This design comes from an exercise in tuning for small area and a short achievable clock period on the open sky130 flow, not from production work. Only simulation tests tie the RTL to the original design; equivalence was not proved. Power is estimated from default activity; no workload was simulated.

==> config.mk <==
export PLATFORM = sky130hd
export DESIGN_NAME = float_alu
export DESIGN_NICKNAME = float_alu
export VERILOG_FILES = /design/flow/design.v
export SDC_FILE = /design/flow/constraint.sdc
export NUM_CORES = 4
export LEC_CHECK = 0
export CAP_MARGIN = 20
export CORE_MARGIN = 2
export CORE_UTILIZATION = 40
export SLEW_MARGIN = 20
==> constraint.sdc <==
create_clock -name core_clock -period 300.0 [get_ports {clk}]
set_input_delay 60.0000 -clock core_clock [delete_from_list [all_inputs] [get_ports {clk}]]
set_output_delay 60.0000 -clock core_clock [all_outputs]
set_load 0.01 [all_outputs]
==> design.v <==
`timescale 1ns / 1ps
module float_alu(op,a,b,clk,out);
input [31:0] a,b; 
input [2:0] op;
input clk;
output reg [31:0] out;
reg signed [7:0] exp_a,exp_b,expo;
reg signed [22:0] integ_a,integ_b,float_a,float_b,a_s,b_s,intega_s,integb_s,floata_s,floatb_s,intego,floato,intego_s,floato_s,intego_so,floato_so,mano;
reg signed [45:0] arg_a,arg_b,res_md;
reg [2:0] op_s;
reg [5:0] ia,ib,ja,jb,io,jo,fla,flb,fla_s,flb_s;
integer neg_flag,neg_flag_s;
always@(posedge clk) begin
	exp_a=a[30:23]-127;
	if(exp_a==0) begin
		integ_a=1;
		float_a=0; end
	else begin
		a_s=a[22:0];
		if(exp_a<0) begin
			exp_a=exp_a*-1;
			a_s={1'b1,a_s}>>exp_a; 
			integ_a=0;
		end
		else
			integ_a={1'b1,a_s}>>(23-exp_a);
		float_a=a_s<<exp_a; 
	end
	if(a[31]) begin
		integ_a=-integ_a;
		float_a=-float_a;
	end
	ja=23;
	for(ia=0;ia<23;ia=ia+1)
		if((float_a[ia]==1)&&(ja>ia))
			ja=ia;
	fla=23-ja;
end
always@(posedge clk) begin
	exp_b=b[30:23]-127;
	if(exp_b==0) begin
		integ_b=1;
		float_b=0; end
	else begin
		b_s=b[22:0];
		if(exp_b<0) begin
			exp_b=exp_b*-1;
			b_s={1'b1,b_s}>>exp_b; 
			integ_b=0;
		end
		else
			integ_b={1'b1,b_s}>>(23-exp_b);
		float_b=b_s<<exp_b; 
	end
	if(b[31]) begin
		integ_b=-integ_b;
		float_b=-float_b;
	end
	jb=23;
	for(ib=0;ib<23;ib=ib+1)
		if((float_b[ib]==1)&&(jb>ib))	
			jb=ib;
	flb=23-jb;
end
always@(negedge clk) begin
	intega_s=integ_a;
	floata_s=float_a;
	integb_s=integ_b;
	floatb_s=float_b;
	op_s=op;
	fla_s=fla;
	flb_s=flb;
end
always@(posedge clk) begin
case(op_s)
3'b00:begin
	{intego,floato}={intega_s,floata_s}+{integb_s,floatb_s};
	if(intego<0) begin
		{intego,floato}=-{intego,floato};
		neg_flag=1; 
		end
	else
		neg_flag=0;	
	end
3'b001:begin
	{intego,floato}={intega_s,floata_s}-{integb_s,floatb_s}; 
	end
3'b010:begin
	arg_a={intega_s,floata_s};
	arg_b={integb_s,floatb_s};
	arg_a=arg_a>>(23-fla_s);
	arg_b=arg_b>>(23-flb_s);
	res_md=arg_a*arg_b;
	res_md=res_md<<23-(fla_s+flb_s);
	{intego,floato}=res_md;
	end
3'b011:begin
	arg_a={intega_s,floata_s};
	arg_b={integb_s,floatb_s};
	arg_a=arg_a>>(23-fla_s);
	arg_b=arg_b>>(23-flb_s);
	if(arg_b==0) res_md=0;
	else res_md=arg_a/arg_b;
	res_md=res_md<<23-(fla_s-flb_s);
	{intego,floato}=res_md;
	end
3'b100:{intego,floato}={intega_s,floata_s};
3'b101:{intego,floato}=-{intega_s,floata_s};
3'b110:{intego,floato}={intega_s,floata_s}>>>integb_s;
3'b111:{intego,floato}={intega_s,floata_s}<<<integb_s;
endcase
if(intego<0) begin 
		{intego,floato}=-{intego,floato};
		neg_flag=1; 
		end
	else
		neg_flag=0;
end
always@(negedge clk) begin
	neg_flag_s=neg_flag;
	intego_s=intego;
	floato_s=floato;
end
always@(posedge clk) begin
	if({intego_s,floato_s}) begin
		if(intego_s) begin
			jo=0;
			for(io=22;io>0;io=io-1)
				if((intego_s[io]==1) && (jo<io))
					jo=io;
			expo=jo+127;
			if(jo) mano={intego_s,floato_s}>>jo;
			else
				mano=floato_s;
		end
		else begin
			io=23;
			{intego_so,floato_so}={intego_s,floato_s}<<1;
			expo=io+125;
			mano=floato_so;
		end
		out={neg_flag_s,expo,mano};
	end
	else
		out=0;
end
endmodule
==> run.sh <==
#!/bin/bash
# synth_recipe.tcl (not shown) runs the flow's synth.tcl, then flattens the netlist and writes it again
# the make line also repeats each setting of config.mk as NAME=value (left out here)
make -C /OpenROAD-flow-scripts/flow DESIGN_CONFIG=/design/flow/config.mk WORK_HOME=/design/flow/orfs CLKGATE_MAP_FILE= SYNTH_SCRIPT=/design/flow/synth_recipe.tcl finish
==> summary.txt <==
==> timing repair <==
item	CTS	global route
resized for setup	48	309
gates cloned	0	1
endpoints found under the hold margin	0	0
setup endpoints to repair	47	47
pin swaps	8	32
setup buffers	15	54
==> placed cells by master, fill, tap and decap left out, types with 250 or more instances in the layout <==
master                    Yosys  final
sky130_fd_sc_hd__dfxtp_1    337    321
sky130_fd_sc_hd__xor2_1     420    407
sky130_fd_sc_hd__xnor2_1    805    756
sky130_fd_sc_hd__and2_1     257    250
sky130_fd_sc_hd__nand2_1   2530   2514
sky130_fd_sc_hd__nor2_1    2039   2002
sky130_fd_sc_hd__nor2b_1    262    261
sky130_fd_sc_hd__inv_1     1321   1469
sky130_fd_sc_hd__nand3_1    452    446
sky130_fd_sc_hd__a21o_1     452    450
sky130_fd_sc_hd__a31oi_1    272    252
sky130_fd_sc_hd__a21oi_1   1372   1344
sky130_fd_sc_hd__buf_4       10    810
sky130_fd_sc_hd__nor3_1     580    548
sky130_fd_sc_hd__mux2i_1    375    364
sky130_fd_sc_hd__ha_1      1457   1455
sky130_fd_sc_hd__o21a_1     299    299
sky130_fd_sc_hd__fa_1       909    907
sky130_fd_sc_hd__o21ai_0   1122   1087
==> Yosys cell counts (127+ instances only) <==
master	number	share of area [%]
sky130_fd_sc_hd__a211oi_1	215	1.1
sky130_fd_sc_hd__a21o_1	452	2.4
sky130_fd_sc_hd__a21oi_1	1372	4.8
sky130_fd_sc_hd__a31oi_1	272	1.2
sky130_fd_sc_hd__and2_1	257	1.1
sky130_fd_sc_hd__and3_1	162	0.71
sky130_fd_sc_hd__buf_1	186	0.49
sky130_fd_sc_hd__clkbuf_1	856	2.2
sky130_fd_sc_hd__dfxtp_1	337	4.7
sky130_fd_sc_hd__fa_1	909	13
sky130_fd_sc_hd__ha_1	1457	13
sky130_fd_sc_hd__inv_1	1321	3.5
sky130_fd_sc_hd__mux2_2	237	1.9
sky130_fd_sc_hd__mux2i_1	375	2.6
sky130_fd_sc_hd__mux4_2	135	2.1
sky130_fd_sc_hd__nand2_1	2530	6.6
sky130_fd_sc_hd__nand2b_1	208	0.91
sky130_fd_sc_hd__nand3_1	452	1.6
sky130_fd_sc_hd__nand4_1	223	0.98
sky130_fd_sc_hd__nor2_1	2039	5.4
sky130_fd_sc_hd__nor2b_1	262	1.1
sky130_fd_sc_hd__nor3_1	580	2.0
sky130_fd_sc_hd__o211ai_1	216	1.1
sky130_fd_sc_hd__o21a_1	299	1.6
sky130_fd_sc_hd__o21ai_0	1122	3.9
sky130_fd_sc_hd__o21bai_1	130	0.68
sky130_fd_sc_hd__o22ai_1	156	0.68
sky130_fd_sc_hd__o31ai_1	182	0.96
sky130_fd_sc_hd__or2_2	127	0.56
sky130_fd_sc_hd__or3_1	182	0.80
sky130_fd_sc_hd__xnor2_1	805	4.9
sky130_fd_sc_hd__xor2_1	420	2.6
==> per-stage QoR <==
step | util, % | hold WS [ps]
floorplan | - | 60160
global placement | 42.9 | 60670
detailed placement | 42.9 | 60660
CTS | 43.5 | 60000
global route | 44.1 | 60120
finish | 44.1 | 60040
==> routing by layer <==
layer,wire length (um),track usage (%)
met1,310000,53.3
met2,325000,61.6
met3,86700,10.0
met4,60100,25.8
met5,243,0
==> kinds of logic (layout without fill, tap and decap cells) <==
family / count (synthesis) / after routing
multiplexers: 754 / 754
adder cells (fa/ha/maj): 2366 / 2366
XOR/XNOR: 1227 / 1227
AO/OA/AOI/OAI: 5508 / 5508
other: 0 / 28
flip-flops: 337 / 337
buffers and inverters: 2452 / 2509
AND/OR/NAND/NOR: 7388 / 7389
==> cell type report <==
class	instances	area, um2	share of cell area [%]
repair buffers	951	7720	4.92
inverters	1339	5030	3.21
flip-flops and latches	337	6780	4.32
clock buffers	45	1030	0.656
multi-input cells	17200	130000	82.5
diodes	28	70.1	0.0447
clock inverters	174	800	0.510
well taps	4751	5940	3.79
==> summary.txt <==
Power and ir drop:
- Of the total power, combinational logic draws 100.0%.
- For the sequential group, total power comes out at between 90 and 100 uW.
- The leakage power figure is about 0.070 uW.
- Of the total power, registers draw 0%.
- The power per unit of standard cell area is about 7600 nW/um2.
- The switching power of the nets is about 710000 uW.
- The design internal power is 483000 uW.
- The total power draw is about 1200000 uW.
- The power attributed to the clock group is roughly 56 uW.
- Of all power groups, the one with the highest power is combinational logic.
- The worst vdd rail ir drop is 7.30 mV.
- The portion of total power attributed to the clock network is 0%.
- Net switching is between 50 and 60% of the power.
- Summed over all combinational cells, the power is about 1200000 uW.

Synth:
- The synthesized netlist devotes around a quarter of its cell area to compound gates.
- The number of enable-type register cells in the synthesized netlist is 0.
- The average instance in the mapped netlist occupies slightly above 7 um2.
- The prevailing post-synth register cell is sky130_fd_sc_hd__dfxtp_1.
- For this run, the number of Yosys warnings is 1.
- The synthesized design contains ~340 register bits.
- The sequential cell area fraction in the yosys report is 4.72%.
- Summing the areas of all fa, ha and maj instances in the mapped netlist gives between 20% and 30% of the synthesized area.
- The async set-reset flop share out of synthesis is 0%.
- After synthesis, the share of cell area in mux cells is ~6.7%.
- Of the total synthesized cell area, the portion taken by XOR and XNOR cells is 7.54%.
- After Yosys synthesis, and, or, nand and nor cells account for 23.8% of the synthesized area.
- The cell count after synthesis is roughly 20000.
- The post-synth net total is between 20000 and 25000.
- The dominant combinational cell family by area after synthesis is adder cells.
- The number of different library cells used by synthesis comes to 115.
- The post-synthesis instance area is about 140000 um2.

Global routing:
- The pin count of the biggest net entering global routing is 70.
- For this run the aggregate overflow at the end of global routing stands at 0.
- In the global route stage, overall resource usage came out at between 40 and 50%.
- The first-pass GRT wire length is approximately 1100 mm.
- The via count of the first global-routing pass came to roughly 150k.
- The number of antenna violations at the first check in global routing was between 50 and 60.

Detailed routing:
- Before antenna repair, the detailed router went through 7 iterations.
- The number of antenna-violating nets in the routed design is 0.
- In the final routed layout, each cell accounts on average for between 30 and 40 um.
- After detailed routing, the number of vias per cell comes to approximately 6.6.
- The number of DRC markers after the initial detailed-route iteration is 21300.
- Summed over all layers, the routed wires come to 782 mm.
- The routed layout has around 160k vias.
- In the routed design, unresolved DRC markers number 0.

Placed design:
- The worst slack after detailed placement is -4670 ps.
- The cell area after placement is 153000 um2.
- Including well taps, the total number of placed cells is between 20000 and 25000.
- The count of input and output buffers is 99.
- The congestion estimate from routability-driven global placement came to roughly 1.1.
- After legalization and detailed placement, the total HPWL measured roughly 620 mm.

Min path:
- The class of the tightest hold or removal check is input pin to flop.
- The depth of the worst hold-timing path is 3.
- The hold path startpoint is a[31].
- The path with the worst hold slack has its endpoint at integ_a[17]$_DFF_P_.

Clock tree:
- TritonCTS built the clock tree.
- The latest clock arrival within the worst-skew pair is between 600 and 700 ps.
- The H-tree generated during clock tree synthesis spans 2 levels.
- Counting along the longest clock path gives a buffer depth of 3.
- After clock tree synthesis, the clock-pin slew on the worst setup and hold paths is around 100 ps.
- For this design, the sink count on the clock tree is 337.
- The number of hold buffers added after CTS was 0.
- The total CTS buffers is 37.
- The clock tree root driver cell is sky130_fd_sc_hd__clkbuf_16.

Worst setup path:
- Counting buffers and inverters, the worst setup path is ~640 cells deep.
- STA classifies the critical path startpoint as a flop.
- The maximum single-stage delay on the critical path is approximately 980 ps.
- The setup path with the least slack is of type flop to flop.
- In this run the worst path has a maximum fanout of 28.
- The dominant cell type by count on the critical path is sky130_fd_sc_hd__a21oi_1.
- The capturing instance or port of the critical path is intego[21]$_DFF_P_.
- The type of destination of the critical path is a flop.
- The startpoint of the worst setup timing path is flb_s[4]$_DFF_N_.
- The gate family responsible for the most delay along the worst path is compound AO/OA/AOI/OAI gates.
- The arrival time reported for the critical path endpoint is approximately 290000 ps.
- The reg-to-reg critical path startpoint is flb_s[4]$_DFF_N_.
- The number of cells traversed by the worst register-to-register path is approximately 640.
- The flop-to-flop setup slack is ~6700 ps.
- At the worst endpoint, the required time is 300450 ps.
- The critical path contains buffers and inverters numbering between 60 and 70 combined.
- The slowest stage of the critical path is the sky130_fd_sc_hd__a2111oi_1 cell.
- The endpoint identified for the worst register-to-register timing path is intego[21]$_DFF_P_.

Outcome:
- The run finished with no timing, DRC or antenna violations.

Floorplanning:
- The area of the core is between 300000 and 400000 um2.
- For this design the top-level I/O count stands at 100.
- The number of standard-cell rows in the floorplan is 219.
- The overall die area is 362000 um2.
- The die width is roughly 600 um.
- The effective utilization at floorplan is 40.2%.
- The floorplan die height is ~600 um.

Layout:
- The post-route netlist has between 9 and 10% of its cells at a drive strength greater than 1.
- The area growth from synthesis to layout is 9.84%.
- The finished layout holds ~25000 standard cells, fillers aside.
- The register with the most flip-flops in the layout has 32 of them.
- The number of nets in the layout is about 22000.
- Summing all non-filler instances in the final layout gives an area of 157000 um2.
- The fill cell total of the finished layout is between 30000 and 40000.

Timing:
- The clock tree skew after final layout is 86.8 ps.
- The number of max-slew violations in the final report came to 0.
- Measured against its own limit, the worst slew margin works out to just over 7%.
- The worst-margin pin slew is about 1400 ps.
- The count of endpoints failing hold in the final timing report was 0.
- The setup TNS is 0 ps.
- Setup violations remaining at the end of the flow were counted as 0.
- The worst setup slack after layout is between 6000 and 7000 ps.

Run:
- The number of max-cap violations is 0.
